Source: an optimization exercise on an open RTL-to-GDS flow (aim: small area and a short achievable clock period). Production flows keep margins and buffers that such runs may drop. Function was checked by simulation only, so behaviour that the tests miss may differ from the original. Power figures rest on the tool's default switching activity, not on a simulated workload.

Setup of AL:
==> flow/design.v (excerpt) <==
module ACC_CPU_32BITS(
	input button_clock_in,
	input [16:0] Input,
	output wire [0:27] Output7Segments,
	input clock,
	output wire WaitingInput,
	input reset_in,
	output wire Negative,
	output wire [0:20] OutputPC,
	output wire [14:0] mem_addr,
	output wire [31:0] mem_wdata,
	output wire mem_we,
	input [31:0] mem_rdata
	);
	localparam [63:0] M_DEF  = 64'h04ff01009efddff7;  
	localparam [63:0] M_MULC = 64'h00001e0000002008;  
	localparam [63:0] M_AY   = 64'h0051000000000001;  
	localparam [63:0] M_AX   = 64'h00a2000082000100;  
	localparam [63:0] M_ASP  = 64'h0000000004000000;  
	localparam [63:0] M_AAUX = 64'h0000000000010000;  
	localparam [63:0] M_ASR3 = 64'h0400000000000000;  
	localparam [63:0] M_AZ   = 64'h0000010018fc0000;  
	localparam [63:0] M_BM   = 64'h0000150018a894a5;  
	localparam [63:0] M_BI   = 64'h00000a0000546a5a;  
	localparam [63:0] M_BZ   = 64'h040f000006010100;  
	localparam [63:0] M_SUB  = 64'h00c0000080000607;
	localparam [63:0] M_AND  = 64'h0000000000000030;
	localparam [63:0] M_OR   = 64'h0000000000001800;
	localparam [63:0] M_XOR  = 64'h000000000000c000;
	localparam [63:0] M_FLAGS= 64'h0000000000000007;  
	localparam [63:0] M_DACC = 64'h0003000010c0def0;
	localparam [63:0] M_DX   = 64'h00a8000084310000;
	localparam [63:0] M_DY   = 64'h04540000000c0000;
	localparam [63:0] M_PUSH = 64'h0000000560000000;
	localparam [63:0] M_PULL = 64'h0000010218000000;
	localparam [63:0] M_TO4  = 64'h00000107f8000000;  
	localparam [63:0] M_WAIT = 64'h9000000000000000;  
	localparam [63:0] M_IMMX = 64'h0000000080fe0000;  
	localparam [15:0] SG6 = 16'h1083, SG5 = 16'h208e, SG4 = 16'h02ba, SG3 = 16'h8492,
	                  SG2 = 16'hd004, SG1 = 16'hd860, SG0 = 16'h2812;
	function [6:0] seg7(input [3:0] v);
		seg7 = {SG6[v], SG5[v], SG4[v], SG3[v], SG2[v], SG1[v], SG0[v]};
	endfunction
	function [31:0] rev32(input [31:0] v);
		integer i;
		for (i = 0; i < 32; i = i + 1) rev32[i] = v[31 - i];
	endfunction
	function [31:0] rca32(input [31:0] a, input [31:0] b, input ci);
		integer i;
		reg c;
		begin
			c = ci;
			for (i = 0; i < 32; i = i + 1) begin
				rca32[i] = a[i] ^ b[i] ^ c;
				c = (a[i] & b[i]) | (c & (a[i] ^ b[i]));
			end
		end
	endfunction
	wire [21:0] rr;
	genvar gi;
	generate
		for (gi = 0; gi < 22; gi = gi + 1) begin : rg
			RstInv ri(.a(reset_in), .y(rr[gi]));
  ...
clock: 105.0 ns
lec_check: 0
cap_margin: 20
core_margin: 2
core_utilization: 40
slew_margin: 20
synth_hierarchical: 1
synth_minimum_keep_size: 0
standard.sh (not shown) runs the stock make flow with config.mk's settings and CLKGATE_MAP_FILE= SYNTH_SCRIPT=/design/flow/synth_recipe.tcl, a recipe that flattens the netlist after the stock synthesis.
==> flow/flow/run.sh <==
#!/bin/bash
# Layout flow: the standard flow (standard.sh: ORFS synthesis through
# finish), with the port buffers that ORFS inserts at global placement made
# sky130_fd_sc_hd__buf_2 cells instead of the cell buffer_ports picks by
# default.  Every port still gets its own buffer.  The ORFS logs stay under
# orfs/logs; the output of the make run goes to standard.log.
set -euo pipefail
cd "$(dirname "$0")/.."
bash standard.sh "BUFFER_PORTS_ARGS=-buffer_cell sky130_fd_sc_hd__buf_2" finish > standard.log 2>&1
No stage failed in AL, and the final checks on the layout all came back clean.
Here is what was changed in the inputs of MS compared with AL.
==> flow/run.sh (new file) <==
#!/bin/bash
# synth_recipe.tcl (not shown) runs the flow's synth.tcl, then flattens the netlist and writes it again
# the make line also repeats each setting of config.mk as NAME=value (left out here)
make -C /OpenROAD-flow-scripts/flow DESIGN_CONFIG=/design/flow/config.mk WORK_HOME=/design/flow/orfs CLKGATE_MAP_FILE= SYNTH_SCRIPT=/design/flow/synth_recipe.tcl finish
removed: flow/flow/run.sh
removed: flow/standard.sh
Looking at the reports, MS completed the entire flow and the layout it produced met the timing, design-rule and antenna checks.
[MS] met1 layer usage reported by global route fell 0.77 points relative to AL
Of MS and AL, the run reporting the higher maximum fanout encountered on the critical timing path was AL.
Comparing MS against AL, there is no change at all in number of buffers created by CTS.
The cell area after layout of MS exceeds that of AL by about 1.8%.
Looking at combinational power share, MS sits 0.3 points above AL.
Compared to AL, MS has leakage component of the power 0.11 nW lower.
Higher fill cell instance count of the final layout among MS and AL: AL
AL leaves more setup margin than MS.
Number of global-route vias before repair was higher in MS than in AL.
Number of sequential storage elements came out exactly the same in MS and AL.
Looking at MS and AL, the hold slack is a wash.

ACC_CPU_32BITS, a different RTL version from the one above (not shown whole).
Size: ~5000 cells after synthesis, ~490 flip-flops, roughly 40000 sq um of cells after synthesis.
clock: 105.0 ns
lec_check: 0
cap_margin: 20
core_margin: 2
core_utilization: 40
cts_cluster_diameter: 100
cts_cluster_size: 18
gpl_timing_driven: 0
slew_margin: 20
synth_hierarchical: 1
synth_minimum_keep_size: 0
==> flow/flow/run.sh <==
#!/bin/bash
# Layout flow: the standard flow (standard.sh: ORFS synthesis through
# finish), with the port buffers that ORFS inserts at global placement made
# sky130_fd_sc_hd__buf_2 cells instead of the cell buffer_ports picks by
# default.  Every port still gets its own buffer.  The ORFS logs stay under
# orfs/logs; the output of the make run goes to standard.log.
set -euo pipefail
cd "$(dirname "$0")/.."
bash standard.sh "BUFFER_PORTS_ARGS=-buffer_cell sky130_fd_sc_hd__buf_2" finish > standard.log 2>&1
Next try:
--- a/flow/config.mk
+++ b/flow/config.mk
@@ -7,0 +8 @@
+export ABC_AREA = 1
@@ -13 +13,0 @@
-export GPL_TIMING_DRIVEN = 0
Area after synthesis is about the same.
Maximum frequency rises by 3.2%.
Final cell count rises by 5.4%.
Flip-flop and latch count does not change.

==> afterwards: timing with drivers on the ports <==
How much do the figures lean on ideal ports? The routed layouts below were timed once more, with nothing changed but the port constraints.
Step 1, drivers: a clkbuf_16 drives clock and a buf_2 each remaining input, both assumed.
Step 2 also shifts input and output timing later by t, the mid clock arrival at the registers, as if the neighbouring blocks saw the same clock.
Three values: ideal, step 1, step 2; two values: the first two.
run | shift t [ns] | setup slack, ns | clock arrival spread, ns
AL | 0.742 | 82.501 / 82.550 / 81.808 | 0.039 / 0.039
MS | 0.732 | 82.002 / 82.054 / 81.323 | 0.027 / 0.027
the first run of note 2 | 0.720 | 82.067 / 82.124 / 81.404 | 0.044 / 0.044
the second run of note 2 | 0.728 | 82.774 / 82.699 / 82.245 | 0.058 / 0.058
After both steps every run listed still meets setup and hold. For AL, which loses most, drivers alone change the setup slack by +0.049 ns; drivers and shift together by -0.693 ns.
